This design comes from an exercise in tuning for small area, a short achievable clock period and few clock cycles per item on the open sky130 flow, not from production work. Where RTL was checked, it was by simulation tests only, not by an equivalence proof against the original.

==> module EC_TOP, before the edit <==
module EC_TOP(
    clk, rst_n, in_valid,
    in_Px, in_Py, in_Qx, in_Qy, in_prime, in_a,
    out_valid, out_Rx, out_Ry
);
    input clk, rst_n, in_valid;
    input [6-1:0] in_Px, in_Py, in_Qx, in_Qy, in_prime, in_a;
    output reg out_valid;
    output reg [6-1:0] out_Rx, out_Ry;
    reg c1, c2, c3, c4;
    always @(posedge clk or negedge rst_n) begin
        if (!rst_n) begin
            c1 <= 1'b0; c2 <= 1'b0; c3 <= 1'b0; c4 <= 1'b0; out_valid <= 1'b0;
        end else begin
            c1 <= in_valid;
            c2 <= c1;
            c3 <= c2;
            c4 <= c3;
            out_valid <= c4;
        end
    end
    wire      in_dbl = (in_Px == in_Qx);
    reg [5:0] p, px, qx, npy;
    always @(posedge clk) begin
        if (in_valid) begin
            p   <= in_prime;
            px  <= in_Px;
            qx  <= in_Qx;
            npy <= in_prime - in_Py;
        end
    end
    reg [5:0] cq;                
    reg       dbl, cadd;         
    always @(posedge clk) begin
        cq   <= !in_valid ? 6'd0 : in_dbl ? in_a : in_Qy;
        dbl  <= in_dbl;
        cadd <= in_valid & !in_dbl;
    end
    wire [7:0] d    = dbl ? ({2'b0, p} - {1'b0, npy, 1'b0}) : ({2'b0, qx} - {2'b0, px});
    wire       dneg = d[7];
    wire [5:0] dabs = dneg ? (6'd0 - d[5:0]) : d[5:0];
    wire [6:0] dcmp = {1'b0, p} - {dabs, 1'b0};         
    wire       fold = dcmp[6];
    wire [5:0] xh   = fold ? (p - dabs) : dabs;
    wire [5:0] jh;
    INV_IP u_inv (.p(p), .x(xh[4:0]), .y(jh));
    wire [5:0] jv   = (dneg ^ fold) ? (p - jh) : jh;
    reg  [7:0] ra;               
    reg  [5:0] rb;               
    wire [7:0] k3a = {1'b0, p, 1'b0};
    wire [7:0] k3b = {2'b11, ~px};
    wire [7:0] k3c = {2'b11, ~qx};
    wire [7:0] k3s;
    EC_RCA #(8) u_k3 (.a(k3a ^ k3b ^ k3c), .b({((k3a & k3b) | (k3a & k3c) | (k3b & k3c)), 1'b0}),
                      .ci(1'b1), .s(k3s));
    wire [6:0] k3  = k3s[6:0] + 7'd1;
    wire [7:0] k4  = {2'b0, npy} + (yq[6] ? ra : 8'd0);    
    wire [7:0] mk  = c3 ? {1'b0, k3} : c4 ? k4 : 8'd0;
    wire [7:0] ya  = {2'b0, px};
    wire [7:0] yb  = {2'b0, p};
    wire [7:0] yc  = {2'b11, ~out_Rx};
    wire [7:0] yq;
    EC_RCA #(8) u_yq (.a(ya ^ yb ^ yc), .b({((ya & yb) | (ya & yc) | (yb & yc)), 1'b0}),
                      .ci(1'b1), .s(yq));
    wire [5:0] my  = c4 ? {yq[5:1], ~(px[0] ^ out_Rx[0])} : rb;
    wire [8:0] sa [0:6];
    wire [8:0] sb [0:6];
    assign sa[0] = {3'b0, cq};
    assign sb[0] = {3'b0, cadd ? npy : 6'd0};
    genvar i;
    generate
        for (i = 0; i < 6; i = i + 1) begin : it
            wire [8:0] v3 = my[i] ? {1'b0, ra} : 9'd0;
            wire       m  = sa[i][0] ^ sb[i][0] ^ v3[0];
            wire [8:0] v4 = m ? {3'b0, p} : 9'd0;
            wire [8:0] s1 = sa[i] ^ sb[i] ^ v3;
            wire [8:0] k1 = (sa[i] & sb[i]) | (sa[i] & v3) | (sb[i] & v3);
            wire [8:0] c1s = {k1[7:0], 1'b0};
            wire [8:0] s2 = s1 ^ c1s ^ v4;
            wire [8:0] k2 = (s1 & c1s) | (s1 & v4) | (c1s & v4);
            assign sa[i+1] = {1'b0, s2[8:1]};
            assign sb[i+1] = k2;
        end
    endgenerate
    wire [8:0] ua  = sa[6];
    wire [8:0] ub  = sb[6];
    wire [8:0] uk  = {1'b0, mk};
    wire [8:0] np1, np3;                                    
    EC_RCA #(9) u_np1 (.a(~{3'b0, p}), .b(9'd0), .ci(1'b1), .s(np1));
    EC_RCA #(9) u_np3 (.a(np1), .b({np1[7:0], 1'b0}), .ci(1'b0), .s(np3));
    wire [8:0] np2 = {np1[7:0], 1'b0};
    wire [8:0] a1  = ua ^ ub ^ uk;
    wire [8:0] b1  = {((ua[7:0] & ub[7:0]) | (ua[7:0] & uk[7:0]) | (ub[7:0] & uk[7:0])), 1'b0};
    wire [8:0] r0  = a1 + b1;
    wire [8:0] r1  = (a1 ^ b1 ^ np1) + {((a1[7:0] & b1[7:0]) | (a1[7:0] & np1[7:0]) | (b1[7:0] & np1[7:0])), 1'b0};
    wire [8:0] r2  = (a1 ^ b1 ^ np2) + {((a1[7:0] & b1[7:0]) | (a1[7:0] & np2[7:0]) | (b1[7:0] & np2[7:0])), 1'b0};
    wire [8:0] r3  = (a1 ^ b1 ^ np3) + {((a1[7:0] & b1[7:0]) | (a1[7:0] & np3[7:0]) | (b1[7:0] & np3[7:0])), 1'b0};
    wire [5:0] res = !r3[8] ? r3[5:0] : !r2[8] ? r2[5:0] : !r1[8] ? r1[5:0] : r0[5:0];
    wire [6:0] e1 = {1'b0, ra[5:0]};
    wire [7:0] g1 = {e1, 1'b0} - {2'b0, p};
    wire [5:0] f1 = g1[7] ? {e1[4:0], 1'b0} : g1[5:0];
    wire [7:0] g2 = {1'b0, f1, 1'b0} - {2'b0, p};
    wire [5:0] f2 = g2[7] ? {f1[4:0], 1'b0} : g2[5:0];
    wire [7:0] g3 = {1'b0, f2, 1'b0} - {2'b0, p};
    wire [5:0] f3 = g3[7] ? {f2[4:0], 1'b0} : g3[5:0];
    wire [7:0] ra_o = in_valid ? ({2'b0, in_Px} + {1'b0, in_Px, 1'b0}) : {2'b0, f3};
    wire [5:0] rb_o = in_valid ? (in_dbl ? in_Px : 6'd0) : jv;
    always @(posedge clk) begin
        ra <= (c1 | c2) ? {2'b0, res} : ra_o;
        rb <= c2 ? res : rb_o;
        out_Ry <= res;
        if (c3) out_Rx <= res;
    end
endmodule
export LEC_CHECK = 0
export ABC_AREA = 1
export CAP_MARGIN = 20
export CORE_MARGIN = 2
export CORE_UTILIZATION = 55
export CTS_BUF_LIST = sky130_fd_sc_hd__clkbuf_8
export SLEW_MARGIN = 20
export SETUP_SLACK_MARGIN = 32.8
export BUFFER_PORTS_ARGS = -buffer_cell sky130_fd_sc_hd__buf_1
create_clock -name core_clock -period 44.0 [get_ports {clk}]
standard.sh (not shown) runs the stock make flow with config.mk's settings and CLKGATE_MAP_FILE= SYNTH_SCRIPT=/design/flow/synth_recipe.tcl, a recipe that flattens the netlist after the stock synthesis.
==> flow/flow/run.sh <==
#!/bin/bash
set -euo pipefail
TARGET_NS=$(cat flow/target_ns)
MARGIN=$(python3 -c "print(round(${FLOW_PERIOD_NS} - ${TARGET_NS}, 3))")
echo "export SETUP_SLACK_MARGIN = ${MARGIN}" >> config.mk
echo "export BUFFER_PORTS_ARGS = -buffer_cell sky130_fd_sc_hd__buf_1" >> config.mk
bash standard.sh > standard_make.log 2>&1
==> flow/flow/target_ns <==
11.2
The starting point ran to the end with no violations.
Testbench counts at the start, summed over its fixed seeds: cycles 95,992, items 16,000.
Edit:
--- a/flow/design.v
+++ b/flow/design.v
@@ -1026,8 +1026,9 @@
     input clk, rst_n, in_valid;
     input [6-1:0] in_Px, in_Py, in_Qx, in_Qy, in_prime, in_a;
     output reg out_valid;
     output reg [6-1:0] out_Rx, out_Ry;
+    reg [5:0] ry;                
     reg c1, c2, c3, c4;
     always @(posedge clk or negedge rst_n) begin
         if (!rst_n) begin
             c1 <= 1'b0; c2 <= 1'b0; c3 <= 1'b0; c4 <= 1'b0; out_valid <= 1'b0;
@@ -1051,9 +1052,9 @@
     end
     reg [5:0] cq;                
     reg       dbl, cadd;         
     always @(posedge clk) begin
-        cq   <= !in_valid ? 6'd0 : in_dbl ? in_a : in_Qy;
+        cq   <= in_valid ? (in_dbl ? in_a : in_Qy) : c4 ? (p - npy) : 6'd0;
         dbl  <= in_dbl;
         cadd <= in_valid & !in_dbl;
     end
     wire [7:0] d    = dbl ? ({2'b0, p} - {1'b0, npy, 1'b0}) : ({2'b0, qx} - {2'b0, px});
@@ -1070,20 +1071,22 @@
     wire [7:0] k3a = {1'b0, p, 1'b0};
     wire [7:0] k3b = {2'b11, ~px};
     wire [7:0] k3c = {2'b11, ~qx};
     wire [7:0] k3s;
-    EC_RCA #(8) u_k3 (.a(k3a ^ k3b ^ k3c), .b({((k3a & k3b) | (k3a & k3c) | (k3b & k3c)), 1'b0}),
+    EC_RCA #(8) u_k3 (.a(k3a ^ k3b ^ k3c), .b({((k3a & k3b) | (k3a & k3c) | (k3b & k3c)), 1'b1}),
                       .ci(1'b1), .s(k3s));
-    wire [6:0] k3  = k3s[6:0] + 7'd1;
-    wire [7:0] k4  = {2'b0, npy} + (yq[6] ? ra : 8'd0);    
-    wire [7:0] mk  = c3 ? {1'b0, k3} : c4 ? k4 : 8'd0;
+    wire [7:0] k3m;
+    EC_RCA #(8) u_k3m (.a(k3s), .b(~{2'b0, p}), .ci(1'b1), .s(k3m));
+    wire [6:0] k3  = k3m[7] ? k3s[6:0] : k3m[6:0];
+    wire [7:0] mk  = c3 ? {1'b0, k3} : (c4 & yq[6]) ? ra : 8'd0;
     wire [7:0] ya  = {2'b0, px};
     wire [7:0] yb  = {2'b0, p};
-    wire [7:0] yc  = {2'b11, ~out_Rx};
+    wire [5:0] rx  = {rb[5:1], ~(rb[0] ^ px[0])};        
+    wire [7:0] yc  = {2'b11, ~rx};
     wire [7:0] yq;
     EC_RCA #(8) u_yq (.a(ya ^ yb ^ yc), .b({((ya & yb) | (ya & yc) | (yb & yc)), 1'b0}),
                       .ci(1'b1), .s(yq));
-    wire [5:0] my  = c4 ? {yq[5:1], ~(px[0] ^ out_Rx[0])} : rb;
+    wire [5:0] my  = {c4 ? yq[5:1] : rb[5:1], rb[0]};
     wire [8:0] sa [0:6];
     wire [8:0] sb [0:6];
     assign sa[0] = {3'b0, cq};
     assign sb[0] = {3'b0, cadd ? npy : 6'd0};
@@ -1104,19 +1107,18 @@
     endgenerate
     wire [8:0] ua  = sa[6];
     wire [8:0] ub  = sb[6];
     wire [8:0] uk  = {1'b0, mk};
-    wire [8:0] np1, np3;                                    
+    wire [8:0] np1;                                         
     EC_RCA #(9) u_np1 (.a(~{3'b0, p}), .b(9'd0), .ci(1'b1), .s(np1));
-    EC_RCA #(9) u_np3 (.a(np1), .b({np1[7:0], 1'b0}), .ci(1'b0), .s(np3));
     wire [8:0] np2 = {np1[7:0], 1'b0};
     wire [8:0] a1  = ua ^ ub ^ uk;
     wire [8:0] b1  = {((ua[7:0] & ub[7:0]) | (ua[7:0] & uk[7:0]) | (ub[7:0] & uk[7:0])), 1'b0};
     wire [8:0] r0  = a1 + b1;
     wire [8:0] r1  = (a1 ^ b1 ^ np1) + {((a1[7:0] & b1[7:0]) | (a1[7:0] & np1[7:0]) | (b1[7:0] & np1[7:0])), 1'b0};
     wire [8:0] r2  = (a1 ^ b1 ^ np2) + {((a1[7:0] & b1[7:0]) | (a1[7:0] & np2[7:0]) | (b1[7:0] & np2[7:0])), 1'b0};
-    wire [8:0] r3  = (a1 ^ b1 ^ np3) + {((a1[7:0] & b1[7:0]) | (a1[7:0] & np3[7:0]) | (b1[7:0] & np3[7:0])), 1'b0};
-    wire [5:0] res = !r3[8] ? r3[5:0] : !r2[8] ? r2[5:0] : !r1[8] ? r1[5:0] : r0[5:0];
+    wire [6:0] rsel = !r2[8] ? r2[6:0] : !r1[8] ? r1[6:0] : r0[6:0];    
+    wire [5:0] res = rsel[5:0];
     wire [6:0] e1 = {1'b0, ra[5:0]};
     wire [7:0] g1 = {e1, 1'b0} - {2'b0, p};
     wire [5:0] f1 = g1[7] ? {e1[4:0], 1'b0} : g1[5:0];
     wire [7:0] g2 = {1'b0, f1, 1'b0} - {2'b0, p};
@@ -1125,13 +1127,17 @@
     wire [5:0] f3 = g3[7] ? {f2[4:0], 1'b0} : g3[5:0];
     wire [7:0] ra_o = in_valid ? ({2'b0, in_Px} + {1'b0, in_Px, 1'b0}) : {2'b0, f3};
     wire [5:0] rb_o = in_valid ? (in_dbl ? in_Px : 6'd0) : jv;
     always @(posedge clk) begin
-        ra <= (c1 | c2) ? {2'b0, res} : ra_o;
-        rb <= c2 ? res : rb_o;
-        out_Ry <= res;
-        if (c3) out_Rx <= res;
+        ra <= (c1 | c2) ? {1'b0, rsel} : ra_o;
+        rb[5:1] <= (c2 | c3) ? res[5:1] : rb_o[5:1];
+        rb[0]   <= c2 ? res[0] : c3 ? ~(px[0] ^ res[0]) : rb_o[0];
+        ry <= res;
+        out_Rx <= rx;
     end
+    wire [6:0] oy0 = {1'b0, ry} + {1'b0, npy};
+    wire [6:0] oy1 = {1'b0, ry} - {1'b0, cq};
+    always @(*) out_Ry = oy1[6] ? oy0[5:0] : oy1[5:0];
 endmodule
 module EC_RCA #(parameter W = 8) (
     input  [W-1:0] a,
     input  [W-1:0] b,
=>
- routed wire length went up by 7.0%
- synthesized cell count went up by about 0.36%
- maximum frequency went down by about 4%
- worst setup slack is worse by 500 ps
- final area went up by 1.8%
- global-route usage went up by 2.8 points
No functional check of the RTL was part of the second run of this note.


Another version of the RTL of EC_TOP (not shown whole).
Size in the first run: roughly 63 flip-flops, roughly 52 I/O pins, ~0.012 mm² of cells after synthesis.
==> module EC_TOP, before the edit <==
module EC_TOP(
    clk, rst_n, in_valid,
    in_Px, in_Py, in_Qx, in_Qy, in_prime, in_a,
    out_valid, out_Rx, out_Ry
);
    input clk, rst_n, in_valid;
    input [6-1:0] in_Px, in_Py, in_Qx, in_Qy, in_prime, in_a;
    output reg out_valid;
    output reg [6-1:0] out_Rx, out_Ry;
    reg c1, c2, c3, c4;
    always @(posedge clk or negedge rst_n) begin
        if (!rst_n) begin
            c1 <= 1'b0; c2 <= 1'b0; c3 <= 1'b0; c4 <= 1'b0; out_valid <= 1'b0;
        end else begin
            c1 <= in_valid;
            c2 <= c1;
            c3 <= c2;
            c4 <= c3;
            out_valid <= c4;
        end
    end
    wire      in_dbl = (in_Px == in_Qx);
    reg [5:0] p, px, qx, npy;
    always @(posedge clk) begin
        if (in_valid) begin
            p   <= in_prime;
            px  <= in_Px;
            qx  <= in_Qx;
            npy <= in_prime - in_Py;
        end
    end
    reg [5:0] cq;                
    reg       dbl, cadd;         
    always @(posedge clk) begin
        cq   <= !in_valid ? 6'd0 : in_dbl ? in_a : in_Qy;
        dbl  <= in_dbl;
        cadd <= in_valid & !in_dbl;
    end
    wire [7:0] d    = dbl ? ({2'b0, p} - {1'b0, npy, 1'b0}) : ({2'b0, qx} - {2'b0, px});
    wire       dneg = d[7];
    wire [5:0] dabs = dneg ? (6'd0 - d[5:0]) : d[5:0];
    wire [6:0] dcmp = {1'b0, p} - {dabs, 1'b0};         
    wire       fold = dcmp[6];
    wire [5:0] xh   = fold ? (p - dabs) : dabs;
    wire [5:0] jh;
    INV_IP u_inv (.p(p), .x(xh[4:0]), .y(jh));
    wire [5:0] jv   = (dneg ^ fold) ? (p - jh) : jh;
    reg  [7:0] ra;               
    reg  [5:0] rb;               
    wire [7:0] k3a = {1'b0, p, 1'b0};
    wire [7:0] k3b = {2'b11, ~px};
    wire [7:0] k3c = {2'b11, ~qx};
    wire [7:0] k3s;
    EC_RCA #(8) u_k3 (.a(k3a ^ k3b ^ k3c), .b({((k3a & k3b) | (k3a & k3c) | (k3b & k3c)), 1'b0}),
                      .ci(1'b1), .s(k3s));
    wire [6:0] k3  = k3s[6:0] + 7'd1;
    wire [7:0] k4  = {2'b0, npy} + (yq[6] ? ra : 8'd0);    
    wire [7:0] mk  = c3 ? {1'b0, k3} : c4 ? k4 : 8'd0;
    wire [7:0] ya  = {2'b0, px};
    wire [7:0] yb  = {2'b0, p};
    wire [7:0] yc  = {2'b11, ~out_Rx};
    wire [7:0] yq;
    EC_RCA #(8) u_yq (.a(ya ^ yb ^ yc), .b({((ya & yb) | (ya & yc) | (yb & yc)), 1'b0}),
                      .ci(1'b1), .s(yq));
    wire [5:0] my  = c4 ? {yq[5:1], ~(px[0] ^ out_Rx[0])} : rb;
    wire [8:0] sa [0:6];
    wire [8:0] sb [0:6];
    assign sa[0] = {3'b0, cq};
    assign sb[0] = {3'b0, cadd ? npy : 6'd0};
    genvar i;
    generate
        for (i = 0; i < 6; i = i + 1) begin : it
            wire [8:0] v3 = my[i] ? {1'b0, ra} : 9'd0;
            wire       m  = sa[i][0] ^ sb[i][0] ^ v3[0];
            wire [8:0] v4 = m ? {3'b0, p} : 9'd0;
            wire [8:0] s1 = sa[i] ^ sb[i] ^ v3;
            wire [8:0] k1 = (sa[i] & sb[i]) | (sa[i] & v3) | (sb[i] & v3);
            wire [8:0] c1s = {k1[7:0], 1'b0};
            wire [8:0] s2 = s1 ^ c1s ^ v4;
            wire [8:0] k2 = (s1 & c1s) | (s1 & v4) | (c1s & v4);
            assign sa[i+1] = {1'b0, s2[8:1]};
            assign sb[i+1] = k2;
        end
    endgenerate
    wire [9:0] ua  = {1'b0, sa[6]};
    wire [9:0] ub  = {1'b0, sb[6]};
    wire [9:0] uk  = {2'b0, mk};
    wire [9:0] np1, np3;                                    
    EC_RCA #(10) u_np1 (.a(~{4'b0, p}), .b(10'd0), .ci(1'b1), .s(np1));
    EC_RCA #(10) u_np3 (.a(np1), .b({np1[8:0], 1'b0}), .ci(1'b0), .s(np3));
    wire [9:0] np2 = {np1[8:0], 1'b0};
    wire [9:0] a1  = ua ^ ub ^ uk;
    wire [9:0] b1  = {((ua & ub) | (ua & uk) | (ub & uk)), 1'b0};
    wire [9:0] r0  = a1 + b1;
    wire [9:0] r1  = (a1 ^ b1 ^ np1) + {((a1 & b1) | (a1 & np1) | (b1 & np1)), 1'b0};
    wire [9:0] r2  = (a1 ^ b1 ^ np2) + {((a1 & b1) | (a1 & np2) | (b1 & np2)), 1'b0};
    wire [9:0] r3  = (a1 ^ b1 ^ np3) + {((a1 & b1) | (a1 & np3) | (b1 & np3)), 1'b0};
    wire [5:0] res = !r3[9] ? r3[5:0] : !r2[9] ? r2[5:0] : !r1[9] ? r1[5:0] : r0[5:0];
    wire [6:0] e1 = {1'b0, ra[5:0]};
    wire [7:0] g1 = {e1, 1'b0} - {2'b0, p};
    wire [5:0] f1 = g1[7] ? {e1[4:0], 1'b0} : g1[5:0];
    wire [7:0] g2 = {1'b0, f1, 1'b0} - {2'b0, p};
    wire [5:0] f2 = g2[7] ? {f1[4:0], 1'b0} : g2[5:0];
    wire [7:0] g3 = {1'b0, f2, 1'b0} - {2'b0, p};
    wire [5:0] f3 = g3[7] ? {f2[4:0], 1'b0} : g3[5:0];
    wire [7:0] ra_o = in_valid ? ({2'b0, in_Px} + {1'b0, in_Px, 1'b0}) : {2'b0, f3};
    wire [5:0] rb_o = in_valid ? (in_dbl ? in_Px : 6'd0) : jv;
    always @(posedge clk) begin
        ra <= (c1 | c2) ? {2'b0, res} : ra_o;
        rb <= c2 ? res : rb_o;
        out_Ry <= res;
        if (c3) out_Rx <= res;
    end
endmodule
clock: 44.0 ns
lec_check: 0
abc_area: 1
cap_margin: 20
core_margin: 2
core_utilization: 40
slew_margin: 20
run.sh (not shown) runs the stock make flow with config.mk's settings and CLKGATE_MAP_FILE= SYNTH_SCRIPT=/design/flow/synth_recipe.tcl, a recipe that flattens the netlist after the stock synthesis.
Stock flow here: none of the scripts above is used.
The first run finished clean.
Testbench counts at the start, summed over its fixed seeds: cycles 95,992, items 16,000.
Next try:
--- a/flow/design.v
+++ b/flow/design.v
@@ -1071,29 +1071,21 @@
     wire [7:0] k3b = {2'b11, ~px};
     wire [7:0] k3c = {2'b11, ~qx};
     wire [7:0] k3s;
     EC_RCA #(8) u_k3 (.a(k3a ^ k3b ^ k3c), .b({((k3a & k3b) | (k3a & k3c) | (k3b & k3c)), 1'b0}),
                       .ci(1'b1), .s(k3s));
     wire [6:0] k3  = k3s[6:0] + 7'd1;
-    wire [7:0] k4  = {2'b0, npy} + (yq[6] ? ra : 8'd0);    
-    wire [7:0] mk  = c3 ? {1'b0, k3} : c4 ? k4 : 8'd0;
-    wire [7:0] ya  = {2'b0, px};
-    wire [7:0] yb  = {2'b0, p};
-    wire [7:0] yc  = {2'b11, ~out_Rx};
-    wire [7:0] yq;
-    EC_RCA #(8) u_yq (.a(ya ^ yb ^ yc), .b({((ya & yb) | (ya & yc) | (yb & yc)), 1'b0}),
-                      .ci(1'b1), .s(yq));
-    wire [5:0] my  = c4 ? {yq[5:1], ~(px[0] ^ out_Rx[0])} : rb;
+    wire [6:0] mk  = c3 ? k3 : c4 ? {1'b0, npy} : 7'd0;
     wire [8:0] sa [0:6];
     wire [8:0] sb [0:6];
     assign sa[0] = {3'b0, cq};
     assign sb[0] = {3'b0, cadd ? npy : 6'd0};
     genvar i;
     generate
         for (i = 0; i < 6; i = i + 1) begin : it
-            wire [8:0] v3 = my[i] ? {1'b0, ra} : 9'd0;
+            wire [8:0] v3 = rb[i] ? {1'b0, ra} : 9'd0;
             wire       m  = sa[i][0] ^ sb[i][0] ^ v3[0];
             wire [8:0] v4 = m ? {3'b0, p} : 9'd0;
             wire [8:0] s1 = sa[i] ^ sb[i] ^ v3;
             wire [8:0] k1 = (sa[i] & sb[i]) | (sa[i] & v3) | (sb[i] & v3);
             wire [8:0] c1s = {k1[7:0], 1'b0};
             wire [8:0] s2 = s1 ^ c1s ^ v4;
@@ -1101,33 +1093,44 @@
             assign sa[i+1] = {1'b0, s2[8:1]};
             assign sb[i+1] = k2;
         end
     endgenerate
     wire [9:0] ua  = {1'b0, sa[6]};
     wire [9:0] ub  = {1'b0, sb[6]};
-    wire [9:0] uk  = {2'b0, mk};
+    wire [9:0] uk  = {3'b0, mk};
     wire [9:0] np1, np3;                                    
     EC_RCA #(10) u_np1 (.a(~{4'b0, p}), .b(10'd0), .ci(1'b1), .s(np1));
     EC_RCA #(10) u_np3 (.a(np1), .b({np1[8:0], 1'b0}), .ci(1'b0), .s(np3));
     wire [9:0] np2 = {np1[8:0], 1'b0};
     wire [9:0] a1  = ua ^ ub ^ uk;
     wire [9:0] b1  = {((ua & ub) | (ua & uk) | (ub & uk)), 1'b0};
     wire [9:0] r0  = a1 + b1;
     wire [9:0] r1  = (a1 ^ b1 ^ np1) + {((a1 & b1) | (a1 & np1) | (b1 & np1)), 1'b0};
     wire [9:0] r2  = (a1 ^ b1 ^ np2) + {((a1 & b1) | (a1 & np2) | (b1 & np2)), 1'b0};
     wire [9:0] r3  = (a1 ^ b1 ^ np3) + {((a1 & b1) | (a1 & np3) | (b1 & np3)), 1'b0};
     wire [5:0] res = !r3[9] ? r3[5:0] : !r2[9] ? r2[5:0] : !r1[9] ? r1[5:0] : r0[5:0];
+    wire [7:0] w0  = {1'b0, px, 1'b0} + {2'b0, qx};        
+    wire [7:0] w1  = w0 - {2'b0, p};
+    wire [7:0] w2  = w0 - {1'b0, p, 1'b0};
+    wire [5:0] w   = !w2[7] ? w2[5:0] : !w1[7] ? w1[5:0] : w0[5:0];
+    wire [9:0] wc0 = {4'b0, w} + {3'b0, p, 1'b0} + 10'd2;   
+    wire [9:0] wc1 = {4'b0, w} + {4'b0, p} + 10'd2;         
+    wire [9:0] na  = ~ua;
+    wire [9:0] nb  = ~ub;
+    wire [9:0] x40 = (na ^ nb ^ wc0) + {((na & nb) | (na & wc0) | (nb & wc0)), 1'b0};
+    wire [9:0] x41 = (na ^ nb ^ wc1) + {((na & nb) | (na & wc1) | (nb & wc1)), 1'b0};
+    wire [7:0] x4  = x41[9] ? x40[7:0] : x41[7:0];         
     wire [6:0] e1 = {1'b0, ra[5:0]};
     wire [7:0] g1 = {e1, 1'b0} - {2'b0, p};
     wire [5:0] f1 = g1[7] ? {e1[4:0], 1'b0} : g1[5:0];
     wire [7:0] g2 = {1'b0, f1, 1'b0} - {2'b0, p};
     wire [5:0] f2 = g2[7] ? {f1[4:0], 1'b0} : g2[5:0];
     wire [7:0] g3 = {1'b0, f2, 1'b0} - {2'b0, p};
     wire [5:0] f3 = g3[7] ? {f2[4:0], 1'b0} : g3[5:0];
-    wire [7:0] ra_o = in_valid ? ({2'b0, in_Px} + {1'b0, in_Px, 1'b0}) : {2'b0, f3};
-    wire [5:0] rb_o = in_valid ? (in_dbl ? in_Px : 6'd0) : jv;
+    wire [7:0] ra_o = in_valid ? ({2'b0, in_Px} + {1'b0, in_Px, 1'b0}) : x4;
+    wire [5:0] rb_o = in_valid ? (in_dbl ? in_Px : 6'd0) : c1 ? jv : f3;
     always @(posedge clk) begin
         ra <= (c1 | c2) ? {2'b0, res} : ra_o;
         rb <= c2 ? res : rb_o;
         out_Ry <= res;
         if (c3) out_Rx <= res;
     end
- cell area increases by 14%
- wire length came out higher by 11%
- setup slack gets better by 0.42 ns
- sequential cell count is unchanged
- hold slack is better by 0.053 ns
- via count went up by 14%
- sequential share of layout area goes down by 1.5 points
- synthesized area rises by 15%
- clock skew is about the same
- first-iteration DRC count is higher by 5.2%
Only the layout flow was run in the second run of this note; the RTL was not checked for function there.

-- afterwards: timing with drivers on the ports --
No port has a modelled driver above. Below, the same layouts with a new extraction and two added sets of constraints. Step 1, drivers: a clkbuf_16 drives clk and a buf_2 each remaining input, both assumed. Step 2 times the ports against the registers' clock, not the clock port: input delays grow and output delays shrink by t, the midpoint of the rising clock arrivals with the driver on. Slacks: no drivers / after step 1 / after step 2; pairs: no drivers / after step 1.
| run | t (ns) | slack for setup (ns) | pins driven straight from the clock port |
|---|---|---|---|
| the first run of note 1 | 0.394 | 32.851 / 32.851 / 32.851 | 1 |
| the second run of note 1 | 0.419 | 32.356 / 32.356 / 32.356 | 1 |
| the first run of note 2 | 0.384 | 31.696 / 31.696 / 31.696 | 1 |
| the second run of note 2 | 0.392 | 32.121 / 32.121 / 32.121 | 1 |
After both steps every run listed still meets setup and hold.
